This is an optimization exercise on Yosys and OpenROAD, whose aim is small area, not a production implementation. RTL that was checked went through simulation tests only; none was proved equivalent to the original. Function not checked in run 3: the RTL went through the layout flow alone.

**flow/config.mk**
```make
export PLATFORM = sky130hd
export DESIGN_NAME = AluTop
export DESIGN_NICKNAME = AluTop
export VERILOG_FILES = /design/flow/design.v
export SDC_FILE = /design/flow/constraint.sdc
export NUM_CORES = 4
export LEC_CHECK = 0
export ABC_AREA = 1
export CAP_MARGIN = 20
export CORE_MARGIN = 2
export CORE_UTILIZATION = 40
export SLEW_MARGIN = 20
```
**flow/constraint.sdc**
```tcl
create_clock -name core_clock -period 34.0 [get_ports {Clock}]
set_input_delay 6.8000 -clock core_clock [delete_from_list [all_inputs] [get_ports {Clock}]]
set_output_delay 6.8000 -clock core_clock [all_outputs]
set_load 0.01 [all_outputs]
```
**flow/design.v**
```verilog
package InstructionSetPkg;
	parameter DataWidth          = 16;
	parameter ImmediateWidth     = 6;
	parameter ImmediateHighStart = 11;
	typedef enum logic [3:0] {
		NAND = 4'd0,
		ROL  = 4'd1,
		MOVE = 4'd2,
		NOR  = 4'd3,
		ROR  = 4'd4,
		LIL  = 4'd5,
		LIU  = 4'd6,
		ADC  = 4'd7,
		SUB  = 4'd8,
		DIV  = 4'd9,
		MOD  = 4'd10,
		MUL  = 4'd11,
		MUH  = 4'd12,
		NOP13 = 4'd13,
		NOP14 = 4'd14,
		NOP15 = 4'd15
	} eOperation;
	typedef struct packed {
		logic Overflow;
		logic Parity;
		logic Negative;
		logic Zero;
		logic Carry;
	} sFlags;
endpackage
module CondNeg (input logic [15:0] X, input logic Neg, output logic [15:0] Y);
	logic [16:0] t;
	assign t[0] = 1'b0;
	genvar k;
	generate for (k = 0; k < 16; k++) begin : g
		assign Y[k]   = X[k] ^ t[k];
		assign t[k+1] = t[k] | (Neg & X[k]);
	end endgenerate
endmodule
module UMul16 (input logic [15:0] A, input logic [15:0] B, output logic [31:0] P);
	logic [15:0] acc [0:15];
	logic        top [0:15];
	genvar i, k;
	generate
		assign acc[0] = A & {16{B[0]}};
		assign top[0] = 1'b0;
		assign P[0] = acc[0][0];
		for (i = 1; i < 16; i++) begin : row
			logic [15:0] in, pp;
			logic [16:0] cy;
			assign in = {top[i-1], acc[i-1][15:1]};
			assign pp = A & {16{B[i]}};
			assign cy[0] = 1'b0;
			for (k = 0; k < 16; k++) begin : b
				assign acc[i][k] = in[k] ^ pp[k] ^ cy[k];
				assign cy[k+1]   = (in[k] & pp[k]) | (in[k] & cy[k]) | (pp[k] & cy[k]);
			end
			assign top[i] = cy[16];
			assign P[i] = acc[i][0];
		end
		assign P[31:16] = {top[15], acc[15][15:1]};
	endgenerate
endmodule
module DivSteps #(parameter int JHI = 15, parameter int JLO = 0)
(
	input  logic [15:0]      WordIn,
	input  logic [15:0]      D,
	input  logic             En,
	output logic [15:0]      WordOut,
	output logic [JHI:JLO]   Q
);
	logic [15:0] nD;
	logic [16:0] dHigh;    
	logic [15:0] word [JLO:JHI+1];
	assign nD = ~D;
	assign dHigh[16] = 1'b0;
	assign word[JHI+1] = WordIn;
	genvar j, k;
	generate
		for (k = 15; k >= 0; k--) begin : dh
			assign dHigh[k] = dHigh[k+1] | D[k];
		end
		for (j = JHI; j >= JLO; j--) begin : step
			localparam int W = 16 - j;
			logic [W-1:0] rp, diff;
			logic [W:0]   cy;
			assign rp = word[j+1][15:j];
			assign cy[0] = 1'b1;
			for (k = 0; k < W; k++) begin : b
				assign diff[k] = rp[k] ^ nD[k] ^ cy[k];
				assign cy[k+1] = (rp[k] & nD[k]) | (rp[k] & cy[k]) | (nD[k] & cy[k]);
			end
			assign Q[j] = En & cy[W] & ~dHigh[W];
			if (j == 0) begin : last
				assign word[j] = Q[j] ? diff : rp;
			end else begin : mid
				assign word[j] = {Q[j] ? diff : rp, word[j+1][j-1:0]};
			end
		end
	endgenerate
	assign WordOut = word[JLO];
endmodule
module AluTop
(
	input  logic        Clock,
	input  logic [3:0]  Operation,
	input  logic [4:0]  InFlags,
	input  logic [5:0]  InImm,
	input  logic [15:0] InSrc,
	input  logic [15:0] InDest,
	output logic [15:0] OutDest,
	output logic [4:0]  OutFlags
);
	localparam logic [1:0] CL_WORD = 2'd0, CL_QUO = 2'd1, CL_REM = 2'd2, CL_ZERO = 2'd3;
	logic        sN, sS;
	logic [15:0] aN, aS;
	assign sN = InDest[15];
	assign sS = InSrc[15];
	CondNeg absN (.X(InDest), .Neg(sN), .Y(aN));
	CondNeg absS (.X(InSrc),  .Neg(sS), .Y(aS));
	logic [31:0] prod;
	UMul16 mul (.A(aN), .B(aS), .P(prod));
	logic        isDivMod;
	logic [15:0] wordA;
	logic [15:8] qA;
	assign isDivMod = (Operation == 4'd9) || (Operation == 4'd10);
	DivSteps #(.JHI(15), .JLO(8)) divA (.WordIn(aN), .D(aS), .En(isDivMod), .WordOut(wordA), .Q(qA));
	logic        isSub, c;
	logic [15:0] addB, sum;
	logic [16:0] cy;
	assign c     = InFlags[0];
	assign isSub = (Operation == 4'd8);
	assign addB  = InSrc ^ {16{isSub}};
	assign cy[0] = c ^ isSub;
	genvar k;
	generate for (k = 0; k < 16; k++) begin : g_add
		assign sum[k]  = InDest[k] ^ addB[k] ^ cy[k];
		assign cy[k+1] = (InDest[k] & addB[k]) | (InDest[k] & cy[k]) | (addB[k] & cy[k]);
	end endgenerate
	logic [15:0] valA;
	logic [4:0]  flagsA;
	logic [1:0]  clsA;
	logic        negA, updA;
	always_comb begin
		flagsA = InFlags;
		clsA   = CL_WORD;
		negA   = 1'b0;
		updA   = 1'b0;
		case (Operation)
			4'd0:  valA = ~(InSrc & InDest);
			4'd1:  valA = {InSrc[14:0], c};
			4'd2:  valA = InSrc;
			4'd3:  valA = ~(InSrc | InDest);
			4'd4:  valA = {c, InSrc[15:1]};
			4'd5:  valA = {{10{InImm[5]}}, InImm};
			4'd6:  valA = InImm[5] ? {InImm[4:0], InDest[10:0]} : {{4{InImm[5]}}, InImm, InDest[5:0]};
			4'd7, 4'd8: valA = sum;
			4'd11: valA = prod[15:0];
			4'd12: valA = prod[31:16];
			4'd9, 4'd10: valA = wordA;
			default: valA = 16'd0;
		endcase
		if (Operation == 4'd1) flagsA[0] = InSrc[15];
		if (Operation == 4'd4) flagsA[0] = InSrc[0];
		if (Operation == 4'd7 || Operation == 4'd8) begin
			flagsA[0] = cy[16] ^ isSub;
			flagsA[4] = (InDest[15] ^ sum[15]) & ~(InDest[15] ^ addB[15]);
		end
		if (Operation >= 4'd7 && Operation <= 4'd12) updA = 1'b1;
		if (Operation == 4'd11 || Operation == 4'd12 || Operation == 4'd9) negA = sN ^ sS;
		if (Operation == 4'd10) negA = sN;
		if (Operation == 4'd9)  clsA = (InSrc == 16'd0) ? CL_ZERO : CL_QUO;
		if (Operation == 4'd10) clsA = (InSrc == 16'd0) ? CL_ZERO : CL_REM;
	end
	logic [15:0] valB, dB;
	logic [15:8] qB;
	logic [4:0]  flagsB;
	logic [1:0]  clsB;
	logic        negB, updB;
	always_ff @(posedge Clock) begin
		valB   <= valA;
		dB     <= aS;
		qB     <= qA;
		flagsB <= flagsA;
		clsB   <= clsA;
		negB   <= negA;
		updB   <= updA;
	end
	logic [15:0] wordB;
	logic [7:2]  qBn;
	DivSteps #(.JHI(7), .JLO(2)) divB (.WordIn(valB), .D(dB), .En(clsB == CL_QUO || clsB == CL_REM), .WordOut(wordB), .Q(qBn));
	logic [15:0] valC, dC;
	logic [15:2] qC;
	logic [4:0]  flagsC;
	logic [1:0]  clsC;
	logic        negC, updC;
	always_ff @(posedge Clock) begin
		valC   <= wordB;
		dC     <= dB;
		qC     <= {qB, qBn};
		flagsC <= flagsB;
		clsC   <= clsB;
		negC   <= negB;
		updC   <= updB;
	end
	logic [15:0] wordC, mag;
	logic [1:0]  qCn;
	DivSteps #(.JHI(1), .JLO(0)) divC (.WordIn(valC), .D(dC), .En(clsC == CL_QUO || clsC == CL_REM), .WordOut(wordC), .Q(qCn));
	always_comb begin
		case (clsC)
			CL_QUO:  mag = {qC, qCn};
			CL_ZERO: mag = 16'd0;
			default: mag = wordC;
		endcase
	end
	CondNeg negR (.X(mag), .Neg(negC), .Y(OutDest));
	always_comb begin
		OutFlags = flagsC;
		if (updC) begin
			OutFlags[1] = ~|OutDest;
			OutFlags[2] = OutDest[15];
			OutFlags[3] = ~^OutDest;
		end
	end
endmodule
```
**flow/run.sh**
```bash
#!/bin/bash
# synth_recipe.tcl (not shown) runs the flow's synth.tcl, then flattens the netlist and writes it again
# the make line also repeats each setting of config.mk as NAME=value (left out here)
make -C /OpenROAD-flow-scripts/flow DESIGN_CONFIG=/design/flow/config.mk WORK_HOME=/design/flow/orfs CLKGATE_MAP_FILE= SYNTH_SCRIPT=/design/flow/synth_recipe.tcl finish
```
==> impl.org, run 1 <==
** Routing
- The first detailed-routing pass took 5 iterations.
- Dividing the detail-routed wire length by the instance count gives 19.7 um.
- Per-cell via count in the routed design :: 5.30
- For this block, the routed nets add up to 49600 um of wire.
- Count of routing violations after the opening detailed-route iteration :: 1065
- Total number of vias :: 13300
- Count of nets left with antenna violations after detail routing :: 0
- Final routed DRC violation total :: 0

** CTS
- Counting along the longest clock path gives a buffer depth of 2.
- Clk Tree Root Cell :: sky130_fd_sc_hd__clkbuf_16
- The clock reaches the later pin of the worst-skew pair after 0.35 ns.
- The tree built by TritonCTS fans out to 104 sinks.
- Htree depth :: 3
- CTS tree :: done
- Clock transition at the registers of the reported paths :: 0.08 ns
- Clock tree synthesis inserted a total of 9 buffers.

** Final layout
- The post-route netlist has 5.50% of its cells at a drive strength greater than 1.
- Final cell area excluding filler cells :: 18100 um^2
- Utilization after layout :: 44.4%
- Total area of multi-input combinational cells :: 13100 um^2
- After filler insertion, the fill cell instance count of the layout stands at 4060.
- Commonest cells after routing, fill and taps aside :: 358 x sky130_fd_sc_hd__fa_1, 345 x sky130_fd_sc_hd__nand2_1, 296 x sky130_fd_sc_hd__nor2_1
- Relative area change from synthesis to final layout :: 9.60%
- Registers take 2080 um^2.
- After the last flow step, the layout net total stands at 2430.
- Leaving out fill and tap cells, the most frequent cell in the layout is sky130_fd_sc_hd__fa_1.

** GRT
- Number of global-route vias before repair :: 13800
- The first global-routing pass estimated 79000 um of wire.
- Pin count of the biggest net entering global routing :: 31
- In the global route stage, met1 resource usage came out at 31.5%.
- Global routing used 23.8% of the available tracks.
- M3 GR Usage :: 2.42%
- Total gr overflow :: 0
- For met2 alone, demand over resource in global routing was 40.6%.
- Most Crowded Layer GR :: met2
- Number of antenna violations at the first check in global routing :: 4

** Worst setup path
- Along the worst path, the maximum fanout reaches 16.
- STA puts the critical path data required time at 34.23 ns.
- Delay of the slowest critical-path stage :: 0.51 ns
- Type of element capturing the critical path :: flop
- Kind of start point of the critical path :: flop
- Most numerous cell on the critical path :: sky130_fd_sc_hd__fa_1
- Data on the critical path arrives at its endpoint at 32.67 ns.
- The setup path with the least slack is of type flop to flop.
- The largest individual stage delay along the critical path comes from the cell sky130_fd_sc_hd__dfxtp_1.

** Hold path
- In this run the worst hold path is classified as flop to flop.

** Placed design
- Before CTS, the worst setup slack after placement is 0.152 ns.
- After detailed placement, the total cell area comes to 17800 um^2.
- Port-buffer cells :: 68
- Half-perimeter wire length of the detailed placement result :: 41200 um
- The congestion estimate from routability-driven global placement came to 0.968.

** Synthesis
- Synthesis produced a netlist with a net count of 2394.
- The netlist uses 63 different library cells.
- Number of synthesized flops with an enable pin :: 0
- For this run, the leading register cell type out of synthesis is sky130_fd_sc_hd__dfxtp_1.
- Share of synthesized area occupied by flip-flops and latches :: 12.6%
- Cells after Synth :: 1941
- Number of flip-flops and latches in the synthesized netlist :: 104
- The synthesized netlist occupies a cell area of 16500 um^2.
- After synthesis, the share of flip-flops with an asynchronous set or reset is 0%.
- Post-synthesis average cell area :: 8.52 um^2
- The Yosys step of the flow raised 10 warnings.

** Status
- Status :: no timing/DRC/antenna violations

** Floorplanning
- Die Footprint :: 43000 um^2
- Die outline width :: 207 um
- Starting density of the core :: 40.5%
- The floorplan step defined a core boundary enclosing 40800 um^2.
- Number of rows created at floorplan :: 74
- Die height :: 207 um
- IO Pins :: 69

** STA
- Worst-Margin Slew :: 0.983 ns
- The final max-slew violation count came to 0.
- After layout, the minimum clock period comes to 32.44 ns.
- Setup repair after global routing left no endpoint under its margin.
- Maximum clock frequency :: 30.8 MHz
- The hold violation total from the final report is 0.
- Setup Viol. Count Final :: 0
- Adding up every negative setup slack in the final design gives 0 ns.
- Between clock sinks in the finished design, the worst skew comes to 0.00621 ns.
- Final Cycle Share :: 95.4%
- Post-route setup slack :: 1.56 ns
- Measured against its own limit, the worst slew margin works out to 32.7%.

** Job
- Count of max-cap constraint violations :: 0
[worst max-delay path: cells and delay by family, from the launching register on]
kind / cells / cell delay, ns
adders and majority gates: 64 / 26.80
and+or+nand+nor: 11 / 2.22
buffers and inverters: 9 / 1.51
AOI/OAI and AO/OA: 8 / 1.23
DFF: 1 / 0.51
[flip-flops by register name, indices dropped and copies added, names as in the netlist]
name,cells
flagsC,5
qC,14
valB,16
clsB,2
updB,1
dC,16
updC,1
flagsB,5
negB,1
valC,16
clsC,2
dB,16
qB,8
negC,1
[cell usage after synthesis, types with 3 or more instances]
library cell	number	area share [%]
sky130_fd_sc_hd__o2111ai_1	4	0.21
sky130_fd_sc_hd__clkinv_1	8	0.18
sky130_fd_sc_hd__o211ai_1	3	0.14
sky130_fd_sc_hd__inv_1	288	6.5
sky130_fd_sc_hd__dfxtp_1	104	13
sky130_fd_sc_hd__ha_1	47	3.6
sky130_fd_sc_hd__buf_2	7	0.21
sky130_fd_sc_hd__buf_4	4	0.18
sky130_fd_sc_hd__and2_1	10	0.38
sky130_fd_sc_hd__fa_1	358	43
sky130_fd_sc_hd__buf_6	3	0.20
sky130_fd_sc_hd__nor2_1	298	6.8
sky130_fd_sc_hd__nor2_2	4	0.15
sky130_fd_sc_hd__inv_2	5	0.11
sky130_fd_sc_hd__o221ai_1	7	0.37
sky130_fd_sc_hd__nand3_2	3	0.18
sky130_fd_sc_hd__or2_2	9	0.34
sky130_fd_sc_hd__o22ai_1	18	0.68
sky130_fd_sc_hd__buf_1	8	0.18
sky130_fd_sc_hd__o21ai_1	10	0.30
sky130_fd_sc_hd__mux2i_1	20	1.2
sky130_fd_sc_hd__a211oi_1	6	0.27
sky130_fd_sc_hd__nand4_1	17	0.64
sky130_fd_sc_hd__xor2_1	34	1.8
sky130_fd_sc_hd__a31oi_1	11	0.42
sky130_fd_sc_hd__nor2_4	5	0.34
sky130_fd_sc_hd__nand2_1	346	7.8
sky130_fd_sc_hd__a221oi_1	10	0.53
sky130_fd_sc_hd__clkbuf_1	50	1.1
sky130_fd_sc_hd__a2111oi_0	8	0.42
sky130_fd_sc_hd__nor4_1	7	0.26
sky130_fd_sc_hd__o21ai_0	63	1.9
sky130_fd_sc_hd__a21oi_1	24	0.73
sky130_fd_sc_hd__nand3_1	69	2.1
sky130_fd_sc_hd__o311ai_0	4	0.21
sky130_fd_sc_hd__nand2_2	11	0.42
sky130_fd_sc_hd__nor3_1	13	0.39
sky130_fd_sc_hd__nor3_2	4	0.24
sky130_fd_sc_hd__xnor2_1	10	0.53
[area by class of cell]
class | instances | share of cell area (%)
multi-input cells | 1464 | 72.0
flip-flops and latches | 104 | 11.5
inverters | 301 | 6.27
repair buffers | 96 | 4.91
well taps | 532 | 3.67
clock buffers | 9 | 1.24
clock inverters | 7 | 0.345
repair inverters | 1 | 0.0276
diodes | 1 | 0.0138
[metrics by stage]
stage | cells | hold WS, ns
2_1_floorplan | 1941 | 0.310
3_3_place_gp | 2496 | 0.310
3_5_place_dp | 2496 | 0.312
4_1_cts | 2512 | 0.331
5_1_grt | 2514 | 0.335
6_report | 2515 | 0.330
[metal layers]
layer | part of all wire [%] | vias up
met1 | 42 | 6747
met4 | 4.0 | 4
met2 | 49 | 401
li1 | - | 6068
met5 | 0.052 | -
met3 | 5.0 | 99
[repair_timing]
action,in CTS,in global routing
hold buffers,0,0
setup endpoints to repair,0,15
resized for setup,0,8
endpoints found under the hold margin,0,0
setup buffers,0,1
[worst paths after layout]
check                     from                 to  slack (ns)  depth (start not counted)
max reg2reg      dB[0]$_DFF_P_    valC[4]$_DFF_P_        1.56                         92
min          flagsB[2]$_DFF_P_  flagsC[2]$_DFF_P_        0.33                          0
max              dB[0]$_DFF_P_    valC[4]$_DFF_P_        1.56                         92
min reg2reg  flagsB[2]$_DFF_P_  flagsC[2]$_DFF_P_        0.33                          0
[logic make-up after synthesis]
family | after synthesis | share of synthesized area [%]
muxes | 20 | 1.21
DFF | 104 | 12.6
buffers and inverters | 373 | 8.74
adders and majority gates | 405 | 46.9
AOI/OAI and AO/OA | 187 | 7.24
xor gates and xnor gates | 46 | 2.53
and+or+nand+nor | 806 | 20.8
==> run 2, diff against run 1 <==
--- a/flow/config.mk
+++ b/flow/config.mk
@@ -7,3 +7,2 @@
 export LEC_CHECK = 0
-export ABC_AREA = 1
 export CAP_MARGIN = 20
==> impl.org, run 2 <==
** CTS
- The post-CTS setup repair buffer count is 0 (unchanged).
- The CTS tree is done (unchanged).
- Number of buffers inserted during clock tree synthesis :: 9 (unchanged)
- Clk sinks :: 104 (unchanged)
- Clock latency at the later pin of the worst-skew pair :: 0.34 ns (was 0.35 ns)
- The clock transition time at the flip-flop clock pins of the worst setup and hold paths came to 0.07 ns (was 0.08 ns).
- The buffer levels on the longest clock path is 2 (unchanged).
- Cts repair resizes :: 0 (unchanged)
- Htree depth :: 3 (unchanged)
- Clk Tree Root Cell :: sky130_fd_sc_hd__clkbuf_16 (unchanged)
- Hold-fix buffers, CTS :: 0 (unchanged)

** STA
- The final critical delay including setup and external delays came to 31.71 ns (was 32.44 ns).
- Number of max-slew violations in the final report :: 0 (unchanged)
- The final hold slack came to 0.328 ns (was 0.330 ns).
- The worst-margin pin slew is 1.07 ns (was 0.983 ns).
- Post-route setup slack :: 2.29 ns (was 1.56 ns)
- Relative slew slack :: 28.1% (was 32.7%)
- The top achievable clock speed came to 31.5 MHz (was 30.8 MHz).
- Setup_tns :: 0 ns (unchanged)
- Final Cycle Share :: 93.3% (was 95.4%)
- The post-route clock skew is 0.00748 ns (was 0.00621 ns).
- Unrepaired setup endpoints after global routing: false (unchanged).
- Final-report hold violation count :: 0 (unchanged)
- The number of failing setup endpoints in the final timing report came to 0 (unchanged).

** Synthesis
- The count of warnings emitted by yosys is 10 (unchanged).
- Synth cell types :: 85 (was 63)
- Cell types occupying the most area after synthesis :: sky130_fd_sc_hd__fa_1 42%, sky130_fd_sc_hd__dfxtp_1 12%, sky130_fd_sc_hd__nor2_1 6.2%, sky130_fd_sc_hd__inv_1 4.0%, sky130_fd_sc_hd__ha_1 3.5% (was sky130_fd_sc_hd__fa_1 43%, sky130_fd_sc_hd__dfxtp_1 13%, sky130_fd_sc_hd__nand2_1 7.8%, sky130_fd_sc_hd__nor2_1 6.8%, sky130_fd_sc_hd__inv_1 6.5%)
- Synth Flop Type :: sky130_fd_sc_hd__dfxtp_1 (unchanged)
- Number of synthesized flops with an enable pin :: 0 (unchanged)
- List of most frequent post-synthesis cells: 358 x sky130_fd_sc_hd__fa_1, 279 x sky130_fd_sc_hd__nor2_1, 179 x sky130_fd_sc_hd__inv_1 (was 358 x sky130_fd_sc_hd__fa_1, 346 x sky130_fd_sc_hd__nand2_1, 298 x sky130_fd_sc_hd__nor2_1).
- The number of register bits inferred by synthesis is 104 (unchanged).
- Most common cell in the synthesized netlist :: sky130_fd_sc_hd__fa_1 (unchanged)
- The area share of the leading cell type in the synthesized netlist is 42.2% (was 43.3%).
- The post-synthesis area per instance was 9.48 um^2 (was 8.52 um^2).
- Cell taking the most area after synthesis :: sky130_fd_sc_hd__fa_1 (unchanged)
- Share of synthesized area occupied by flip-flops and latches :: 12.3% (was 12.6%)
- Mapped Nets :: 2245 (was 2394)
- The combined area of all synthesized cells came to 17000 um^2 (was 16500 um^2).
- The number of standard cells after synthesis came to 1792 (was 1941).
- Proportion of register bits with asynchronous set or reset after synthesis :: 0% (unchanged)

** Routing
- Count of nets left with antenna violations after detail routing :: 0 (unchanged)
- Length of the first detailed-routing pass in iterations :: 5 (unchanged)
- Routed WL per cell :: 20.3 um (was 19.7 um)
- Count of routing violations after the opening detailed-route iteration :: 962 (was 1065)
- Per-cell via count in the routed design :: 5.56 (was 5.30)
- The sum of routed wire length over all layers was 47800 um (was 49600 um).
- Final routed DRC violation total :: 0 (unchanged)
- Total number of vias :: 13100 (was 13300)

** Worst setup path
- Delay of the slowest critical-path stage :: 0.48 ns (was 0.51 ns)
- The kind of launch point of the worst setup path was a flop (unchanged).
- The cell type with the highest occurrence count on the critical path is sky130_fd_sc_hd__fa_1 (unchanged).
- Type of element capturing the critical path :: flop (unchanged)
- The arrival time of data at the critical path endpoint came to 31.93 ns (was 32.67 ns).
- The required time of the worst setup path is 34.22 ns (was 34.23 ns).
- The worst setup slack for register-to-register paths was 2.29 ns (was 1.56 ns).
- Critical Path Fanout Max :: 15 (was 16)
- Worst Path Class, Setup :: flop to flop (unchanged)
- Critical path's slowest cell :: sky130_fd_sc_hd__nand3_1 (was sky130_fd_sc_hd__dfxtp_1)

** Floorplanning
- Placeable core region :: 41900 um^2 (was 40800 um^2)
- Die height :: 210 um (was 207 um)
- Number of rows created at floorplan :: 75 (was 74)
- The horizontal extent of the die came to 210 um (was 207 um).
- Die Footprint :: 44100 um^2 (was 43000 um^2)
- Starting density of the core :: 40.5% (about the same)
- The I/O pin total was 69 (unchanged).

** Status
- Status: no timing/DRC/antenna violations (unchanged).

** GRT
- The leftover overflow at the end of global routing is 0 (unchanged).
- Pin count of the biggest net entering global routing :: 35 (was 31)
- The via count of the first global-routing pass came to 13900 (was 13800).
- The wire length of the first global-routing pass was 77900 um (was 79000 um).
- The combined global-route utilization of all metal layers came to 22.9% (was 23.8%).
- Number of antenna violations at the first check in global routing :: 6 (was 4)

** Final layout
- Commonest cells after routing, fill and taps aside :: 358 x sky130_fd_sc_hd__fa_1, 279 x sky130_fd_sc_hd__nor2_1, 179 x sky130_fd_sc_hd__inv_1 (was 358 x sky130_fd_sc_hd__fa_1, 345 x sky130_fd_sc_hd__nand2_1, 296 x sky130_fd_sc_hd__nor2_1)
- The area overhead of the layout relative to synthesis is 9.72% (was 9.60%).
- The fraction of layout instances using a drive strength above 1 came to 7.94% (was 5.50%).
- The net total in the final layout is 2264 (was 2430).
- The leading cell type in the layout, fill and taps excluded is sky130_fd_sc_hd__fa_1 (unchanged).

** Placed design
- Half-perimeter wire length of the detailed placement result :: 39900 um (was 41200 um)
- Final estimated routing congestion in global placement :: 0.921 (was 0.968)
- Port-buffer cells :: 68 (unchanged)
- DP Worst Slack :: 2.13 ns (was 0.152 ns)

** Job
- Count of max-cap constraint violations :: 0 (unchanged)

** Hold path
- Worst min-delay path class :: flop to flop (unchanged)
## run 2: cell types whose count changed after synthesis, moves of 24 or more
cell,previous run,this run
sky130_fd_sc_hd__inv_1,288,179
sky130_fd_sc_hd__a21oi_1,24,71
sky130_fd_sc_hd__nand3_1,69,26
sky130_fd_sc_hd__xnor2_1,10,34
sky130_fd_sc_hd__mux2_2,0,50
sky130_fd_sc_hd__nand2_1,346,110
sky130_fd_sc_hd__clkbuf_1,50,89
## run 2: metal layers
layer	global-route usage (%)	up-vias	part of all wire, %
met5	0	-	0.048
met4	11.8	4	5.6
met3	3.31	92	6.2
met2	38.0	420	48
met1	29.3	6651	40
li1	-	5908	-
## run 2: final timing paths
| check | startpoint | endpoint | cells past startpoint |
|---|---|---|---|
| worst max register to register | dB[0]$_DFF_P_ | valC[12]$_DFF_P_ | 85 |
| worst min register to register | flagsB[1]$_DFF_P_ | flagsC[1]$_DFF_P_ | 0 |
| worst max-delay path | dB[0]$_DFF_P_ | valC[12]$_DFF_P_ | 85 |
| worst min-delay path | flagsB[1]$_DFF_P_ | flagsC[1]$_DFF_P_ | 0 |
## run 2: layout make-up
cell class	instances	area, um^2
fill	4088	23300
multi-input combinational	1399	13900
sequential	104	2080
timing repair buffer	117	1050
inverter	180	676
tap	539	674
clock buffer	10	239
clock inverter	3	43.8
antenna	1	2.50
## run 2: critical path, delay by kind of cell (launching register included)
kind | cells | cell delay (ns)
adder cells (fa/ha/maj) | 64 | 26.37
AO/OA/AOI/OAI | 4 | 0.72
flip-flops | 1 | 0.47
multiplexers | 2 | 0.79
buffers and inverters | 7 | 1.10
AND/OR/NAND/NOR | 8 | 2.08
## run 2: cell families after synthesis
logic type | synth area share, %
xor+xnor | 4.01
mux | 5.55
simple gates | 14.9
fa+ha+maj | 45.6
buf+inv | 6.50
compound gates | 11.1
flops | 12.3
## run 2: per-stage QoR
step / instance area (um^2) / util, % / instances
after floorplan: 17000 / - / 1792
after global placement: 18400 / 43.8 / 2339
after detailed placement: 18400 / 43.8 / 2339
after CTS: 18600 / 44.4 / 2352
after global routing: 18600 / 44.4 / 2352
final: 18600 / 44.4 / 2353
==> run 3, diff against run 2 <==
--- a/flow/design.v
+++ b/flow/design.v
@@ -40,23 +40,23 @@
 module UMul16 (input logic [15:0] A, input logic [15:0] B, output logic [31:0] P);
-	logic [15:0] acc [0:15];
-	logic        top [0:15];
+	logic [15:0] accn [0:15];
+	logic        topn [0:15];
 	genvar i, k;
 	generate
-		assign acc[0] = A & {16{B[0]}};
-		assign top[0] = 1'b0;
-		assign P[0] = acc[0][0];
+		assign accn[0] = ~(A & {16{B[0]}});
+		assign topn[0] = 1'b1;
+		assign P[0] = ~accn[0][0];
 		for (i = 1; i < 16; i++) begin : row
-			logic [15:0] in, pp;
-			logic [16:0] cy;
-			assign in = {top[i-1], acc[i-1][15:1]};
-			assign pp = A & {16{B[i]}};
-			assign cy[0] = 1'b0;
+			logic [15:0] inn, ppn;
+			logic [16:0] cyn;
+			assign inn = {topn[i-1], accn[i-1][15:1]};
+			assign ppn = ~(A & {16{B[i]}});
+			assign cyn[0] = 1'b1;
 			for (k = 0; k < 16; k++) begin : b
-				assign acc[i][k] = in[k] ^ pp[k] ^ cy[k];
-				assign cy[k+1]   = (in[k] & pp[k]) | (in[k] & cy[k]) | (pp[k] & cy[k]);
+				assign accn[i][k] = inn[k] ^ ppn[k] ^ cyn[k];
+				assign cyn[k+1]   = (inn[k] & ppn[k]) | (inn[k] & cyn[k]) | (ppn[k] & cyn[k]);
 			end
-			assign top[i] = cy[16];
-			assign P[i] = acc[i][0];
-		end
-		assign P[31:16] = {top[15], acc[15][15:1]};
+			assign topn[i] = cyn[16];
+			assign P[i] = ~accn[i][0];
+		end
+		assign P[31:16] = ~{topn[15], accn[15][15:1]};
 	endgenerate
@@ -176,3 +176,3 @@
 	logic [15:8] qB;
-	logic [4:0]  flagsB;
+	logic [1:0]  flagsB;    
 	logic [1:0]  clsB;
@@ -181,5 +181,5 @@
 		valB   <= valA;
-		dB     <= aS;
+		dB     <= updA ? aS : {aS[15:3], flagsA[3:1]};
 		qB     <= qA;
-		flagsB <= flagsA;
+		flagsB <= {flagsA[4], flagsA[0]};
 		clsB   <= clsA;
@@ -189,7 +189,7 @@
 	logic [15:0] wordB;
-	logic [7:2]  qBn;
-	DivSteps #(.JHI(7), .JLO(2)) divB (.WordIn(valB), .D(dB), .En(clsB == CL_QUO || clsB == CL_REM), .WordOut(wordB), .Q(qBn));
+	logic [7:3]  qBn;
+	DivSteps #(.JHI(7), .JLO(3)) divB (.WordIn(valB), .D(dB), .En(clsB == CL_QUO || clsB == CL_REM), .WordOut(wordB), .Q(qBn));
 	logic [15:0] valC, dC;
-	logic [15:2] qC;
-	logic [4:0]  flagsC;
+	logic [15:3] qC;
+	logic [1:0]  flagsC;
 	logic [1:0]  clsC;
@@ -206,4 +206,4 @@
 	logic [15:0] wordC, mag;
-	logic [1:0]  qCn;
-	DivSteps #(.JHI(1), .JLO(0)) divC (.WordIn(valC), .D(dC), .En(clsC == CL_QUO || clsC == CL_REM), .WordOut(wordC), .Q(qCn));
+	logic [2:0]  qCn;
+	DivSteps #(.JHI(2), .JLO(0)) divC (.WordIn(valC), .D(dC), .En(clsC == CL_QUO || clsC == CL_REM), .WordOut(wordC), .Q(qCn));
 	always_comb begin
@@ -217,3 +217,3 @@
 	always_comb begin
-		OutFlags = flagsC;
+		OutFlags = {flagsC[1], dC[2:0], flagsC[0]};
 		if (updC) begin
==> flow/flow/run.sh (new file) <==
#!/bin/bash
# Layout flow: the standard layout (standard.sh) with an area-oriented
# synthesis in front of it.
#  2. the same ORFS synthesis run with flow/my_synth.tcl: Yosys's synth
#     without its quick ABC pass, so that the full adders written in the RTL
#     are extracted as written, and the final ABC mapping with
#     flow/abc_area.script (area-oriented standard-cell mapping).
#  3. flow/regnames.py gives that netlist's flip-flops the standard names
#     (paired by the net on their Q pin); if anything does not pair one to
#     one, the standard netlist is kept.
#  4. standard.sh finish on the chosen netlist.
# Each tool's output goes to a log file of its own in the work folder.
set -uo pipefail
W=$(pwd)
F=$W/flow
R=$W/orfs/results/$FLOW_PLATFORM/AluTop/base
A=$W/area/results/$FLOW_PLATFORM/AluTop/base

bash standard.sh synth > "$W/log_1_standard_synth.txt" 2>&1 || exit 1
cp "$R/1_2_yosys.v" "$W/standard_1_2_yosys.v"

MY_ABC_SCRIPT=$F/abc_area.script bash standard.sh SYNTH_SCRIPT=$F/my_synth.tcl WORK_HOME=$W/area synth \
	> "$W/log_2_area_synth.txt" 2>&1
if [[ -f $A/1_2_yosys.v ]] && python3 "$F/regnames.py" "$W/standard_1_2_yosys.v" "$A/1_2_yosys.v" \
	"$W/area_1_2_yosys.v" > "$W/log_3_regnames.txt" 2>&1; then
	cp "$W/area_1_2_yosys.v" "$R/1_2_yosys.v"
	touch "$R/1_2_yosys.v"
	echo "using the area synthesis" >> "$W/log_3_regnames.txt"
else
	echo "using the standard synthesis" >> "$W/log_3_regnames.txt"
fi

bash standard.sh > "$W/log_4_layout.txt" 2>&1
==> flow/flow/abc_area.script (new file) <==
strash
dch
amap
topo
stime -c
==> flow/flow/my_synth.tcl (new file) <==
# The standard flow's synthesis script with three changes: Yosys's synth runs without its
# quick ABC pass (so that full adders are found in the logic as written), the
# flip-flops are frozen once they carry their register names, and the final
# ABC mapping uses the script named by MY_ABC_SCRIPT.
proc synth {args} { yosys synth -nofsm -noshare -noabc {*}$args }
proc renames {args} {
  yosys rename {*}$args
  yosys setattr -set keep 1 t:*DFF* t:*dff*
}
proc abc {args} {
  set i [lsearch -exact $args -script]
  if { $i >= 0 && [info exists ::env(MY_ABC_SCRIPT)] } {
    set args [lreplace $args [expr {$i + 1}] [expr {$i + 1}] $::env(MY_ABC_SCRIPT)]
  }
  yosys abc {*}$args
}
source $::env(SCRIPTS_DIR)/synth.tcl
# left out here: clear keep_hierarchy
setattr -unset keep
# left out here: flatten, clean up, hide names made inside functions, write 1_2_yosys.v
==> flow/flow/regnames.py (new file) <==
#!/usr/bin/env python3
"""Give the flip-flops of a netlist the names the standard synthesis gave them.

usage: regnames.py STANDARD.v CUSTOM.v OUT.v
Flip-flops are paired by the net on their Q pin. Exits non-zero, writing
nothing, unless every flip-flop pairs one to one with the same cell type."""
import re
import sys

INST = re.compile(r'^(\s*)(sky130_fd_sc_hd__\w+)\s+(\\\S+|\S+)\s*\(', re.M)


def flops(text):
    out = {}
    for m in INST.finditer(text):
        cell, name = m.group(2), m.group(3)
        if not re.match(r'sky130_fd_sc_hd__(df|sdf|edf|dl)', cell):
            continue
        body = text[m.end():text.index(');', m.end())]
        q = re.search(r'\.Q\(\s*(\\\S+|[^\s)]+)\s*\)', body)
        if not q:
            sys.exit('flop without Q: ' + name)
        out[name] = (cell, q.group(1), m)
    return out


std = open(sys.argv[1]).read()
cus = open(sys.argv[2]).read()
fs, fc = flops(std), flops(cus)
by_q = {}
for name, (cell, q, _) in fs.items():
    if q in by_q:
        sys.exit('two standard flops on one net ' + q)
    by_q[q] = (name, cell)
if len(fs) != len(fc):
    sys.exit('flop counts differ: %d standard, %d custom' % (len(fs), len(fc)))
ren = {}
for name, (cell, q, m) in fc.items():
    if q not in by_q:
        sys.exit('no standard flop drives ' + q)
    sname, scell = by_q.pop(q)
    if re.sub(r'_\d+$', '', scell) != re.sub(r'_\d+$', '', cell):
        sys.exit('cell types differ on ' + q)
    ren[name] = sname
names_in_use = set(m.group(3) for m in INST.finditer(cus))
for name, sname in ren.items():
    if sname != name and sname in names_in_use and sname not in ren:
        sys.exit('name clash ' + sname)
# rewrite instance names (positions from the end so offsets stay valid)
edits = sorted(((m.start(3), m.end(3), ren[n]) for n, (c, q, m) in fc.items()), reverse=True)
for a, b, new in edits:
    if new.startswith('\\') and not new.endswith(' '):
        new = new + ' '
    cus = cus[:a] + new + cus[b:]
open(sys.argv[3], 'w').write(cus)
print('renamed %d of %d flops' % (sum(1 for n in ren if ren[n] != n), len(ren)))
==> flow/standard.sh (new file) <==
#!/bin/bash
# synth_recipe.tcl (not shown) runs the flow's synth.tcl, then flattens the netlist and writes it again
# the make line also repeats each setting of config.mk as NAME=value (left out here)
make -C /OpenROAD-flow-scripts/flow DESIGN_CONFIG=/design/flow/config.mk WORK_HOME=/design/flow/orfs CLKGATE_MAP_FILE= SYNTH_SCRIPT=/design/flow/synth_recipe.tcl "${@:-finish}"
removed: flow/run.sh
==> impl.org, run 3 <==
** CTS
- The number of buffers created by CTS was 9 (unchanged).
- Setup Fix Bufs, Post-CTS :: 0 (unchanged)
- The source-to-sink clock delay at the later pin of the worst-skew pair came to 0.35 ns (was 0.34 ns).
- CTS tree :: done (unchanged)
- The number of clock sinks is 97 (was 104).
- The buffer levels on the longest clock path is 2 (unchanged).
- The clock transition time at the flip-flop clock pins of the worst setup and hold paths was 0.07 ns (about the same).
- The master cell of the clock root buffer is sky130_fd_sc_hd__clkbuf_16 (unchanged).
- Htree depth :: 3 (unchanged)

** Routing
- The DRC violation count after routing came to 0 (unchanged).
- The routed length per placed instance was 20.5 um (was 20.3 um).
- The average via count per standard cell was 5.51 (was 5.56).
- The final antenna-violating net count came to 0 (unchanged).
- The number of vias in the routed layout is 12100 (was 13100).
- Length of the first detailed-routing pass in iterations :: 7 (was 5)
- Aggregate routed wire length :: 44800 um (was 47800 um)
- Count of routing violations after the opening detailed-route iteration :: 778 (was 962)

** STA
- Relative slew slack :: 26.2% (was 28.1%)
- The final sum of negative setup slack came to 0 ns (unchanged).
- Unrepaired setup endpoints after global routing :: false (unchanged)
- Maximum clock frequency :: 30.9 MHz (was 31.5 MHz)
- Worst-Margin Slew :: 1.10 ns (was 1.07 ns)
- Final-report hold violation count :: 0 (unchanged)
- Min cycle time layout :: 32.35 ns (was 31.71 ns)
- Worst hold slack across all endpoints :: 0.325 ns (was 0.328 ns)
- Final setup skew :: 0.00793 ns (was 0.00748 ns)
- The final max-slew violation count was 0 (unchanged).
- The number of failing setup endpoints in the final timing report came to 0 (unchanged).
- The part of the cycle the worst path needs is 95.1% (was 93.3%).

** Placed design
- The number of port buffers came to 68 (unchanged).
- Final estimated routing congestion in global placement :: 0.969 (was 0.921)
- The estimated wirelength of the detail-placed design came to 37400 um (was 39900 um).
- Dpl cells :: 2173 (was 2339)

** Floorplanning
- IO Pins :: 69 (unchanged)
- The area of the die was 39500 um^2 (was 44100 um^2).
- Number of rows created at floorplan :: 71 (was 75)
- The horizontal extent of the die is 199 um (was 210 um).
- The vertical die dimension was 199 um (was 210 um).
- The area of the placeable core came to 37500 um^2 (was 41900 um^2).
- The initial cell density of the core came to 40.5% (about the same).

** GRT
- All-layer global routing usage :: 24.3% (was 22.9%)
- Pin count of the biggest net entering global routing :: 30 (was 35)
- The via count of the first global-routing pass was 12800 (was 13900).
- Number of antenna violations at the first check in global routing :: 2 (was 6)
- The wire length of the first global-routing pass was 73000 um (was 77900 um).
- Total gr overflow :: 0 (unchanged)

** Final layout
- Final std cells w/o fill :: 2189 (was 2353)
- The antenna diode instance count came to 0 (was 1).
- The area overhead of the layout relative to synthesis is 13.0% (was 9.72%).
- The flip-flop and latch area is 1940 um^2 (was 2080 um^2).
- The fraction of layout instances using a drive strength above 1 is 3.75% (was 7.94%).
- Total area of multi-input combinational cells :: 12600 um^2 (was 13900 um^2)
- Number of filler cells placed in the layout :: 3707 (was 4088)
- Commonest cells after routing, fill and taps aside: 363 x sky130_fd_sc_hd__nor2_1, 360 x sky130_fd_sc_hd__fa_1, 176 x sky130_fd_sc_hd__clkinv_1 (was 358 x sky130_fd_sc_hd__fa_1, 279 x sky130_fd_sc_hd__nor2_1, 179 x sky130_fd_sc_hd__inv_1).
- The leading cell type in the layout, fill and taps excluded was sky130_fd_sc_hd__nor2_1 (was sky130_fd_sc_hd__fa_1).
- Net count, final :: 2160 (was 2264)

** Status
- Status: no timing/DRC/antenna violations (unchanged).

** Synthesis
- The net count of the mapped netlist is 2040 (was 2245).
- Number of warning messages in the yosys log :: 10 (unchanged)
- Cells after Synth :: 1553 (was 1792)
- Post-synthesis average cell area :: 9.78 um^2 (was 9.48 um^2)
- The combined area of all synthesized cells came to 15200 um^2 (was 17000 um^2).

** Worst setup path
- Number of buffer and inverter instances along the worst setup path :: 6 (was 7)
- Most numerous cell on the critical path :: sky130_fd_sc_hd__fa_1 (unchanged)
- Kind of start point of the critical path :: flop (unchanged)
- Arrival time worst endpoint :: 25.55 ns (was 31.93 ns)
- The slowest cell on the critical path is sky130_fd_sc_hd__or4b_1 (was sky130_fd_sc_hd__nand3_1).
- The critical path's top delay family was adder cells (unchanged).
- The maximum net fanout on the critical path is 29 (was 15).
- The required time of the worst setup path came to 27.20 ns (was 34.22 ns).
- Delay of the slowest critical-path stage :: 0.54 ns (was 0.48 ns)
- Worst Path Class, Setup :: flop to primary output (was flop to flop)
- The kind of end point of the critical path is a primary output (was flop).

** Hold path
- Worst min-delay path class :: flop to flop (unchanged)

** Job
- The max-cap check violation count was 0 (unchanged).
-- run 3: layout make-up --
cell class	instances	share of cell area [%]
inverter	176	3.85
clock buffer	10	1.33
multi-input combinational	1279	73.4
clock inverter	6	0.532
tap	511	3.72
sequential	97	11.3
timing repair buffer	110	5.80
-- run 3: worst paths after layout --
kind / start / endpoint / slack [ns] / cells past startpoint
max: valC[2]$_DFF_P_ / OutFlags[3] / 1.65 / 77
min: qB[10]$_DFF_P_ / qC[10]$_DFF_P_ / 0.32 / 0
max reg2reg: dB[0]$_DFF_P_ / valC[3]$_DFF_P_ / 7.06 / 74
min reg2reg: qB[10]$_DFF_P_ / qC[10]$_DFF_P_ / 0.32 / 0
-- run 3: routing by layer --
| layer | vias to the layer above | global-route usage, % | share of wire, % |
|---|---|---|---|
| li1 | 5486 | - | - |
| met1 | 6185 | 31.8 | 41 |
| met2 | 309 | 42.9 | 51 |
| met3 | 76 | 2.54 | 5.1 |
| met4 | 0 | 6.83 | 2.8 |
| met5 | - | 0 | 0 |
-- run 3: repair_timing --
item,in CTS,in global routing
resized for setup,0,1
hold buffers,0,0
setup endpoints to repair,0,2
-- run 3: per-stage QoR --
step           area, um^2  worst slack, ns  util, %
5_1_grt             17200            0.228     45.8
2_1_floorplan       15200             2.04        -
6_report            17200             1.65     45.8
3_5_place_dp        16800             1.68     44.9
3_3_place_gp        16800             1.85     44.9
4_1_cts             17200             1.54     45.8
==> run 4, diff against run 3 <==
--- a/flow/design.v
+++ b/flow/design.v
@@ -40,16 +40,23 @@
 module UMul16 (input logic [15:0] A, input logic [15:0] B, output logic [31:0] P);
-	logic [15:0] accn [0:15];
-	logic        topn [0:15];
+	logic [29:0] p15;
+	UMul15 core (.A(A[14:0]), .B(B[14:0]), .P(p15));
+	assign P[14:0]  = p15[14:0];
+	assign P[30:15] = {1'b0, p15[29:15]} | (B & {16{A[15]}}) | (A & {16{B[15]}});
+	assign P[31]    = 1'b0;
+endmodule
+module UMul15 (input logic [14:0] A, input logic [14:0] B, output logic [29:0] P);
+	logic [14:0] accn [0:14];
+	logic        topn [0:14];
 	genvar i, k;
 	generate
-		assign accn[0] = ~(A & {16{B[0]}});
+		assign accn[0] = ~(A & {15{B[0]}});
 		assign topn[0] = 1'b1;
 		assign P[0] = ~accn[0][0];
-		for (i = 1; i < 16; i++) begin : row
-			logic [15:0] inn, ppn;
-			logic [16:0] cyn;
-			assign inn = {topn[i-1], accn[i-1][15:1]};
-			assign ppn = ~(A & {16{B[i]}});
+		for (i = 1; i < 15; i++) begin : row
+			logic [14:0] inn, ppn;
+			logic [15:0] cyn;
+			assign inn = {topn[i-1], accn[i-1][14:1]};
+			assign ppn = ~(A & {15{B[i]}});
 			assign cyn[0] = 1'b1;
-			for (k = 0; k < 16; k++) begin : b
+			for (k = 0; k < 15; k++) begin : b
 				assign accn[i][k] = inn[k] ^ ppn[k] ^ cyn[k];
@@ -57,6 +64,6 @@
 			end
-			assign topn[i] = cyn[16];
+			assign topn[i] = cyn[15];
 			assign P[i] = ~accn[i][0];
 		end
-		assign P[31:16] = ~{topn[15], accn[15][15:1]};
+		assign P[29:15] = ~{topn[14], accn[14][14:1]};
 	endgenerate
@@ -66,3 +73,3 @@
 	input  logic [15:0]      WordIn,
-	input  logic [15:0]      D,
+	input  logic [15:0]      ND,
 	input  logic             En,
@@ -74,3 +81,3 @@
 	logic [15:0] word [JLO:JHI+1];
-	assign nD = ~D;
+	assign nD = ND;
 	assign dHigh[16] = 1'b0;
@@ -80,3 +87,3 @@
 		for (k = 15; k >= 0; k--) begin : dh
-			assign dHigh[k] = dHigh[k+1] | D[k];
+			assign dHigh[k] = dHigh[k+1] | ~nD[k];
 		end
@@ -113,3 +120,2 @@
 );
-	localparam logic [1:0] CL_WORD = 2'd0, CL_QUO = 2'd1, CL_REM = 2'd2, CL_ZERO = 2'd3;
 	logic        sN, sS;
@@ -122,7 +128,10 @@
 	UMul16 mul (.A(aN), .B(aS), .P(prod));
-	logic        isDivMod;
+	logic        isDiv, isMod, srcZero, enA;
 	logic [15:0] wordA;
 	logic [15:8] qA;
-	assign isDivMod = (Operation == 4'd9) || (Operation == 4'd10);
-	DivSteps #(.JHI(15), .JLO(8)) divA (.WordIn(aN), .D(aS), .En(isDivMod), .WordOut(wordA), .Q(qA));
+	assign isDiv   = (Operation == 4'd9);
+	assign isMod   = (Operation == 4'd10);
+	assign srcZero = (InSrc == 16'd0);
+	assign enA     = (isDiv | isMod) & ~srcZero;
+	DivSteps #(.JHI(15), .JLO(8)) divA (.WordIn(aN), .ND(~aS), .En(enA), .WordOut(wordA), .Q(qA));
 	logic        isSub, c;
@@ -141,9 +150,5 @@
 	logic [4:0]  flagsA;
-	logic [1:0]  clsA;
-	logic        negA, updA;
+	logic        selA, negA, updA;
 	always_comb begin
 		flagsA = InFlags;
-		clsA   = CL_WORD;
-		negA   = 1'b0;
-		updA   = 1'b0;
 		case (Operation)
@@ -159,3 +164,3 @@
 			4'd12: valA = prod[31:16];
-			4'd9, 4'd10: valA = wordA;
+			4'd9, 4'd10: valA = srcZero ? 16'd0 : wordA;
 			default: valA = 16'd0;
@@ -168,21 +173,20 @@
 		end
-		if (Operation >= 4'd7 && Operation <= 4'd12) updA = 1'b1;
-		if (Operation == 4'd11 || Operation == 4'd12 || Operation == 4'd9) negA = sN ^ sS;
-		if (Operation == 4'd10) negA = sN;
-		if (Operation == 4'd9)  clsA = (InSrc == 16'd0) ? CL_ZERO : CL_QUO;
-		if (Operation == 4'd10) clsA = (InSrc == 16'd0) ? CL_ZERO : CL_REM;
-	end
-	logic [15:0] valB, dB;
+		updA = (Operation >= 4'd7 && Operation <= 4'd12);
+		selA = enA ? isDiv : updA;
+		negA = 1'b0;
+		if (Operation == 4'd11 || Operation == 4'd12) negA = sN ^ sS;
+		if (enA) negA = isDiv ? (sN ^ sS) : sN;
+	end
+	logic [15:0] valB, ndB;
 	logic [15:8] qB;
 	logic [1:0]  flagsB;    
-	logic [1:0]  clsB;
-	logic        negB, updB;
+	logic        enB, selB, negB;
 	always_ff @(posedge Clock) begin
 		valB   <= valA;
-		dB     <= updA ? aS : {aS[15:3], flagsA[3:1]};
+		ndB    <= updA ? ~aS : {~aS[15:3], flagsA[3:1]};
 		qB     <= qA;
 		flagsB <= {flagsA[4], flagsA[0]};
-		clsB   <= clsA;
+		enB    <= enA;
+		selB   <= selA;
 		negB   <= negA;
-		updB   <= updA;
 	end
@@ -190,16 +194,15 @@
 	logic [7:3]  qBn;
-	DivSteps #(.JHI(7), .JLO(3)) divB (.WordIn(valB), .D(dB), .En(clsB == CL_QUO || clsB == CL_REM), .WordOut(wordB), .Q(qBn));
-	logic [15:0] valC, dC;
+	DivSteps #(.JHI(7), .JLO(3)) divB (.WordIn(valB), .ND(ndB), .En(enB), .WordOut(wordB), .Q(qBn));
+	logic [15:0] valC, ndC;
 	logic [15:3] qC;
 	logic [1:0]  flagsC;
-	logic [1:0]  clsC;
-	logic        negC, updC;
+	logic        enC, selC, negC;
 	always_ff @(posedge Clock) begin
 		valC   <= wordB;
-		dC     <= dB;
+		ndC    <= ndB;
 		qC     <= {qB, qBn};
 		flagsC <= flagsB;
-		clsC   <= clsB;
+		enC    <= enB;
+		selC   <= selB;
 		negC   <= negB;
-		updC   <= updB;
 	end
@@ -207,14 +210,8 @@
 	logic [2:0]  qCn;
-	DivSteps #(.JHI(2), .JLO(0)) divC (.WordIn(valC), .D(dC), .En(clsC == CL_QUO || clsC == CL_REM), .WordOut(wordC), .Q(qCn));
-	always_comb begin
-		case (clsC)
-			CL_QUO:  mag = {qC, qCn};
-			CL_ZERO: mag = 16'd0;
-			default: mag = wordC;
-		endcase
-	end
+	DivSteps #(.JHI(2), .JLO(0)) divC (.WordIn(valC), .ND(ndC), .En(enC), .WordOut(wordC), .Q(qCn));
+	assign mag = (enC & selC) ? {qC, qCn} : wordC;
 	CondNeg negR (.X(mag), .Neg(negC), .Y(OutDest));
 	always_comb begin
-		OutFlags = {flagsC[1], dC[2:0], flagsC[0]};
-		if (updC) begin
+		OutFlags = {flagsC[1], ndC[2:0], flagsC[0]};
+		if (enC | selC) begin
 			OutFlags[1] = ~|OutDest;
--- a/flow/flow/my_synth.tcl
+++ b/flow/flow/my_synth.tcl
@@ -9,2 +9,4 @@
 }
+# Only full adders: a half adder cell is no smaller than its XOR and AND.
+proc extract_fa {args} { yosys extract_fa -fa }
 proc abc {args} {
==> impl.org, run 4 <==
** Worst setup path
- Delay of the slowest critical-path stage :: 0.56 ns (was 0.54 ns)
- The source of the critical timing path was ndC[0]$_DFF_P_ (was valC[2]$_DFF_P_).
- Reg-to-reg critical path startpoint :: ndB[0]$_DFF_P_ (was dB[0]$_DFF_P_)
- Worst Path Class, Setup :: flop to primary output (unchanged)
- Data required time at the worst endpoint :: 27.20 ns (about the same)
- Arrival time worst endpoint :: 25.94 ns (was 25.55 ns)
- Most numerous cell on the critical path :: sky130_fd_sc_hd__fa_1 (unchanged)
- Kind of start point of the critical path :: flop (unchanged)
- Critical path's slowest cell :: sky130_fd_sc_hd__or4b_1 (unchanged)
- Top cell family by delay on the critical path :: adder cells (unchanged)
- Type of element capturing the critical path :: primary output (unchanged)
- The maximum net fanout on the critical path came to 16 (was 29).
- The total buffers and inverters traversed by the critical path was 4 (was 6).

** Job
- The max-cap check violation count came to 0 (unchanged).

** GRT
- Pin count of the biggest net entering global routing :: 27 (was 30)
- Total gr overflow :: 0 (unchanged)
- The combined global-route utilization of all metal layers was 25.1% (was 24.3%).
- First-pass GRT wire length :: 70000 um (was 73000 um)
- Number of global-route vias before repair :: 12700 (was 12800)
- The initial antenna violation count is 1 (was 2).

** STA
- The top achievable clock speed is 30.5 MHz (was 30.9 MHz).
- The part of the cycle the worst path needs was 96.3% (was 95.1%).
- Final setup skew :: 0.0118 ns (was 0.00793 ns)
- The hold violation total from the final report came to 0 (unchanged).
- Min cycle time layout :: 32.74 ns (was 32.35 ns)
- The number of failing setup endpoints in the final timing report is 0 (unchanged).
- Worst-Margin Slew :: 1.21 ns (was 1.10 ns)
- The tightest slew margin relative to the limit is 18.3% (was 26.2%).
- The final sum of negative setup slack was 0 ns (unchanged).
- Unrepaired setup endpoints after global routing: false (unchanged).
- The final max-slew violation count came to 0 (unchanged).

** Floorplanning
- The number of rows in the core area was 68 (was 71).
- IO Pins :: 69 (unchanged)
- The area of the die is 36100 um^2 (was 39500 um^2).
- The initial cell density of the core came to 40.3% (was 40.5%).
- Die height :: 190 um (was 199 um)
- The area of the placeable core came to 34300 um^2 (was 37500 um^2).
- The horizontal extent of the die was 190 um (was 199 um).

** CTS
- Buffer depth of the longest clock path :: 2 (unchanged)
- Clock transition at the registers of the reported paths :: 0.08 ns (was 0.07 ns)
- The source-to-sink clock delay at the later pin of the worst-skew pair came to 0.35 ns (about the same).
- CTS tree :: done (unchanged)
- The master cell of the clock root buffer was sky130_fd_sc_hd__clkbuf_16 (unchanged).
- The number of hold buffers added after cts was 0 (unchanged).
- The number of buffers created by CTS came to 9 (unchanged).
- The number of clock sinks came to 95 (was 97).
- The H-tree depth reported by CTS is 3 (unchanged).

** Final layout
- Net count, final :: 1954 (was 2160)
- The fraction of layout instances using a drive strength above 1 was 5.19% (was 3.75%).
- The antenna diode instance count is 0 (unchanged).
- Final cell area excluding filler cells :: 15800 um^2 (was 17200 um^2)
- The number of fillers in the final layout is 3304 (was 3707).
- Commonest cells after routing, fill and taps aside :: 329 x sky130_fd_sc_hd__fa_1, 318 x sky130_fd_sc_hd__nor2_1, 137 x sky130_fd_sc_hd__clkinv_1 (was 363 x sky130_fd_sc_hd__nor2_1, 360 x sky130_fd_sc_hd__fa_1, 176 x sky130_fd_sc_hd__clkinv_1)
- Most frequent standard cell in the layout excluding fill and tap cells :: sky130_fd_sc_hd__fa_1 (was sky130_fd_sc_hd__nor2_1)
- Relative area change from synthesis to final layout :: 14.6% (was 13.0%)

** Placed design
- Area of placed instances :: 15400 um^2 (was 16800 um^2)
- The number of port buffers came to 68 (unchanged).
- Final estimated routing congestion in global placement :: 0.997 (was 0.969)
- Half-perimeter wire length of the detailed placement result :: 34600 um (was 37400 um)

** Routing
- Count of routing violations after the opening detailed-route iteration :: 824 (was 778)
- Aggregate routed wire length :: 42600 um (was 44800 um)
- Routed WL per cell :: 20.9 um (was 20.5 um)
- The final antenna-violating net count is 0 (unchanged).
- The average via count per standard cell was 5.89 (was 5.51).
- Final routed DRC violation total :: 0 (unchanged)
- Total number of vias :: 12000 (was 12100)
- The first-pass iteration count of the detailed router was 8 (was 7).

** Hold path
- The classification of the worst-slack hold path was flop to flop (unchanged).
- Hold Path Origin :: selB$_DFF_P_ (was qB[10]$_DFF_P_)

** Synthesis
- Post-synthesis average cell area :: 9.58 um^2 (was 9.78 um^2)
- Post-synthesis instance area :: 13800 um^2 (was 15200 um^2)
- The number of standard cells after synthesis was 1443 (was 1553).
- Number of warning messages in the yosys log :: 10 (unchanged)
- Mapped Nets :: 1822 (was 2040)

** Status
- Status: no timing/DRC/antenna violations (unchanged).
run 4: metal layers:
metal	wire [um]	GRT usage [%]	part of all wire, %
met1	17300	32.9	41
met2	21200	43.1	50
met3	2800	3.43	6.6
met4	1310	7.72	3.1
met5	13	0	0.031
run 4: metrics by stage:
step	util (%)	hold slack [ns]	setup slack [ns]	instances
global route	46.2	0.333	0.0273	2035
detailed placement	44.9	0.312	0.460	2007
global placement	44.9	0.312	1.00	2007
floorplan	-	0.310	1.71	1443
finish	46.2	0.329	1.26	2035
CTS	45.8	0.330	0.0637	2023
run 4: path summary, 6_finish.rpt:
| kind | cells past startpoint | end | slack [ns] |
|---|---|---|---|
| worst min-delay path | 0 | selC$_DFF_P_ | 0.33 |
| worst max-delay path | 72 | OutFlags[3] | 1.26 |
| worst min register to register | 0 | selC$_DFF_P_ | 0.33 |
| worst max register to register | 71 | valC[3]$_DFF_P_ | 6.87 |
run 4: cell type report:
class                   instances  area (um^2)  area share [%]
inverters                     138          522            3.29
clock inverters                 7         88.8           0.561
repair buffers                121         1080            6.83
repair inverters                1         5.00          0.0316
clock buffers                   9          225            1.42
multi-input cells            1209        11500            72.3
flip-flops and latches         95         1900            12.0
well taps                     455          569            3.59
run 4: timing repair:
item | in CTS | in global routing
buffers inserted | 0 | 11
gates resized for setup | 0 | 13
setup endpoints to repair | 0 | 5
==> run 5, diff against run 4 <==
--- a/flow/flow/run.sh
+++ b/flow/flow/run.sh
@@ -10,3 +10,4 @@
 #     one, the standard netlist is kept.
-#  4. standard.sh finish on the chosen netlist.
+#  4. standard.sh finish on the chosen netlist, with a buf_1 as the buffer
+#     that every input and output port gets.
 # Each tool's output goes to a log file of its own in the work folder.
@@ -32,2 +33,2 @@
 
-bash standard.sh > "$W/log_4_layout.txt" 2>&1
+bash standard.sh "BUFFER_PORTS_ARGS=-buffer_cell sky130_fd_sc_hd__buf_1" finish > "$W/log_4_layout.txt" 2>&1
==> flow/flow/my_synth.tcl (replaced) <==
# The standard flow's synthesis script with three changes: Yosys's synth runs without its
# quick ABC pass (so that full adders are found in the logic as written),
# only full adders are extracted, and the final ABC mapping uses the script
# named by MY_ABC_SCRIPT.
proc synth {args} { yosys synth -nofsm -noshare -noabc {*}$args }
# Only full adders: a half adder cell is no smaller than its XOR and AND.
proc extract_fa {args} { yosys extract_fa -fa }
proc abc {args} {
  set i [lsearch -exact $args -script]
  if { $i >= 0 && [info exists ::env(MY_ABC_SCRIPT)] } {
    set args [lreplace $args [expr {$i + 1}] [expr {$i + 1}] $::env(MY_ABC_SCRIPT)]
  }
  yosys abc {*}$args
}
source $::env(SCRIPTS_DIR)/synth.tcl
# left out here: clear keep_hierarchy, flatten, clean up, hide names made inside functions, write 1_2_yosys.v
--- a/flow/config.mk
+++ b/flow/config.mk
@@ -7,5 +7,7 @@
 export LEC_CHECK = 0
-export CAP_MARGIN = 20
+export CAP_MARGIN = 0
 export CORE_MARGIN = 2
-export CORE_UTILIZATION = 40
-export SLEW_MARGIN = 20
+export CORE_UTILIZATION = 65
+export CTS_BUF_LIST = sky130_fd_sc_hd__clkbuf_8
+export CTS_CLUSTER_SIZE = 20
+export SLEW_MARGIN = 0
==> impl.org, run 5 <==
** Status
- Status :: no timing/DRC/antenna violations (unchanged)

** GRT
- Total gr overflow :: 0 (unchanged)
- The via count of the first global-routing pass was 12200 (was 12700).
- Pin count of the biggest net entering global routing :: 36 (was 27)
- First-pass GRT wire length :: 64400 um (was 70000 um)
- The combined global-route utilization of all metal layers came to 37.5% (was 25.1%).
- Number of antenna violations at the first check in global routing :: 1 (unchanged)

** Worst setup path
- Worst Path Class, Setup :: flop to primary output (unchanged)
- The cell type with the highest occurrence count on the critical path is sky130_fd_sc_hd__fa_1 (unchanged).
- Data required time at the worst endpoint :: 27.20 ns (about the same)
- The maximum net fanout on the critical path is 18 (was 16).
- Delay of the slowest critical-path stage :: 0.59 ns (was 0.56 ns)
- The kind of end point of the critical path was a primary output (unchanged).
- Critical path's slowest cell :: sky130_fd_sc_hd__or4b_1 (unchanged)
- The kind of launch point of the worst setup path is a flop (unchanged).
- Arrival time worst endpoint :: 26.08 ns (was 25.94 ns)

** Final layout
- The number of standard cells in the layout, taps in and fillers out came to 1844 (was 2035).
- Commonest cells after routing, fill and taps aside: 331 x sky130_fd_sc_hd__fa_1, 319 x sky130_fd_sc_hd__nor2_1, 135 x sky130_fd_sc_hd__clkinv_1 (was 329 x sky130_fd_sc_hd__fa_1, 318 x sky130_fd_sc_hd__nor2_1, 137 x sky130_fd_sc_hd__clkinv_1).
- Antenna diode count :: 0 (unchanged)
- The leading cell type in the layout, fill and taps excluded was sky130_fd_sc_hd__fa_1 (unchanged).
- Layout cell share with drive strength beyond 1 :: 4.21% (was 5.19%)
- The final design instance area without fill is 15000 um^2 (was 15800 um^2).
- Relative area change from synthesis to final layout :: 8.37% (was 14.6%)
- The number of fillers in the final layout came to 1637 (was 3304).
- Net count, final :: 1943 (was 1954)
- Utilization after layout :: 71.5% (was 46.2%)

** Placed design
- Final estimated routing congestion in global placement :: 0.982 (was 0.997)
- Area of placed instances :: 14700 um^2 (was 15400 um^2)
- Dpl cells :: 1822 (was 2007)
- Half-perimeter wire length of the detailed placement result :: 31700 um (was 34600 um)
- The number of port buffers was 68 (unchanged).

** CTS
- Number of buffers inserted during clock tree synthesis :: 9 (unchanged)
- The source-to-sink clock delay at the later pin of the worst-skew pair came to 0.37 ns (was 0.35 ns).
- The buffer levels on the longest clock path was 2 (unchanged).
- Clk Tree Root Cell :: sky130_fd_sc_hd__clkbuf_8 (was sky130_fd_sc_hd__clkbuf_16)
- The number of clock sinks is 95 (unchanged).
- Htree depth :: 3 (unchanged)
- Hold-fix buffers, CTS :: 0 (unchanged)
- The clock transition time at the flip-flop clock pins of the worst setup and hold paths came to 0.10 ns (was 0.08 ns).
- The CTS tree is done (unchanged).

** Routing
- The total length of routed met2 wires came to 20100 um (was 21200 um).
- The uppermost metal layer occupied by signal nets is met4 (was met5).
- The amount of wire on met3 after detailed routing is 2740 um (was 2800 um).
- Metal1 wirelength :: 14900 um (was 17300 um)
- Per-cell via count in the routed design :: 6.59 (was 5.89)
- The sum of routed wire length over all layers is 39800 um (was 42600 um).
- The first-pass iteration count of the detailed router was 5 (was 8).
- The iteration-0 DRC count of the detailed router came to 898 (was 824).
- The DRC violation count after routing was 0 (unchanged).
- The routed length per placed instance is 21.6 um (was 20.9 um).
- The number of vias in the routed layout is 12100 (was 12000).
- The final antenna-violating net count came to 0 (unchanged).

** STA
- Relative slew slack :: 32.4% (was 18.3%)
- The hold violation total from the final report is 0 (unchanged).
- The number of failing setup endpoints in the final timing report was 0 (unchanged).
- The worst-margin pin slew is 1.00 ns (was 1.21 ns).
- Final setup skew :: 0.00943 ns (was 0.0118 ns)
- The part of the cycle the worst path needs came to 96.7% (was 96.3%).
- The top achievable clock speed is 30.4 MHz (was 30.5 MHz).
- The final max-slew violation count is 0 (unchanged).
- The final critical delay including setup and external delays is 32.88 ns (was 32.74 ns).

** Synthesis
- Number of warning messages in the yosys log :: 10 (unchanged)
- The net count of the mapped netlist was 1822 (unchanged).
- Post-synthesis average cell area :: 9.58 um^2 (unchanged)
- The combined area of all synthesized cells was 13800 um^2 (unchanged).
- The number of standard cells after synthesis is 1443 (unchanged).

** Floorplanning
- Die Footprint :: 22400 um^2 (was 36100 um^2)
- The area of the placeable core is 21000 um^2 (was 34300 um^2).
- Die height :: 150 um (was 190 um)
- The horizontal extent of the die is 150 um (was 190 um).
- Starting density of the core :: 66.0% (was 40.3%)
- The I/O pin total is 69 (unchanged).
- Number of rows created at floorplan :: 53 (was 68)

** Job
- Count of max-cap constraint violations :: 0 (unchanged)

** Hold path
- Worst min-delay path class :: flop to flop (unchanged)
-- run 5: worst paths after layout --
path	start	end	slack (ns)	depth (start not counted)
max reg2reg	ndB[0]$_DFF_P_	valC[3]$_DFF_P_	6.62	69
min	flagsB[1]$_DFF_P_	flagsC[1]$_DFF_P_	0.33	0
max	ndC[0]$_DFF_P_	OutFlags[3]	1.12	72
min reg2reg	flagsB[1]$_DFF_P_	flagsC[1]$_DFF_P_	0.33	0
-- run 5: timing repair --
action | 4_1_cts | 5_1_grt
endpoints found under the setup margin | 1 | 9
setup buffers | 2 | 4
gates resized for setup | 1 | 9
pin swaps | 0 | 0
-- run 5: layout make-up --
cell class                      count  area (um^2)  area share, %
Inverter                          138          527           3.52
Tap cell                          275          344           2.30
Clock inverter                      6         61.3          0.409
Multi-Input combinational cell   1209        11400           76.3
Clock buffer                       10          138          0.919
Timing Repair Buffer              111          582           3.88
Sequential cell                    95         1900           12.7
-- run 5: through the flow --
step	hold slack (ns)	setup TNS, ns	setup WS, ns
4_1_cts	0.333	0	0.305
2_1_floorplan	0.310	0	1.71
5_1_grt	0.338	-0.0395	-0.0395
3_5_place_dp	0.312	0	0.379
3_3_place_gp	0.310	0	1.18
6_report	0.333	0	1.12
-- run 5: critical path, delay by kind of cell, from the launching register on --
kind                       cells  cell delay (ns)
adders and majority gates     42            19.39
and+or+nand+nor               17             4.13
DFF                            1             0.37
xor gates and xnor gates       1             0.21
buffers and inverters          4             0.65
AOI/OAI and AO/OA              8             0.96
-- run 5: layer usage --
layer  vias up  GRT usage, %
met3       126          4.18
met4         0          17.4
li1       5333             -
met2       544          64.9
met5         -             0
met1      6144          47.8

==> re-timing with driven ports <==
In the flow no input, the clock included, has a driving cell. The finished layouts below were timed again as built, in two steps. Step 1 sets driving cells, clkbuf_16 on the clock port and buf_2 on the other inputs (assumed; they add their load-dependent delay and slew). Step 2 moves the port delays by t, midway between the first and last clock arrival at a register: inputs arrive t later, outputs are due t later. That takes back most of the time a late clock gives input paths. a / b / c = ideal ports / drivers / drivers and shift; a / b = the first two.
run	shift t [ns]	setup WS [ns]	slew at the worst register clock pin (ns)	pins driven straight from the clock port
run 1	0.394	1.559 / 1.559 / 1.559	0.08 / 0.08	1
run 2	0.387	2.291 / 2.291 / 2.291	0.07 / 0.07	1
run 3	0.388	1.654 / 1.611 / 1.999	0.07 / 0.07	1
run 4	0.376	1.259 / 1.225 / 1.600	0.08 / 0.08	1
run 5	0.393	1.120 / 1.088 / 1.480	0.10 / 0.10	1
After both steps setup and hold are still met in every run listed.
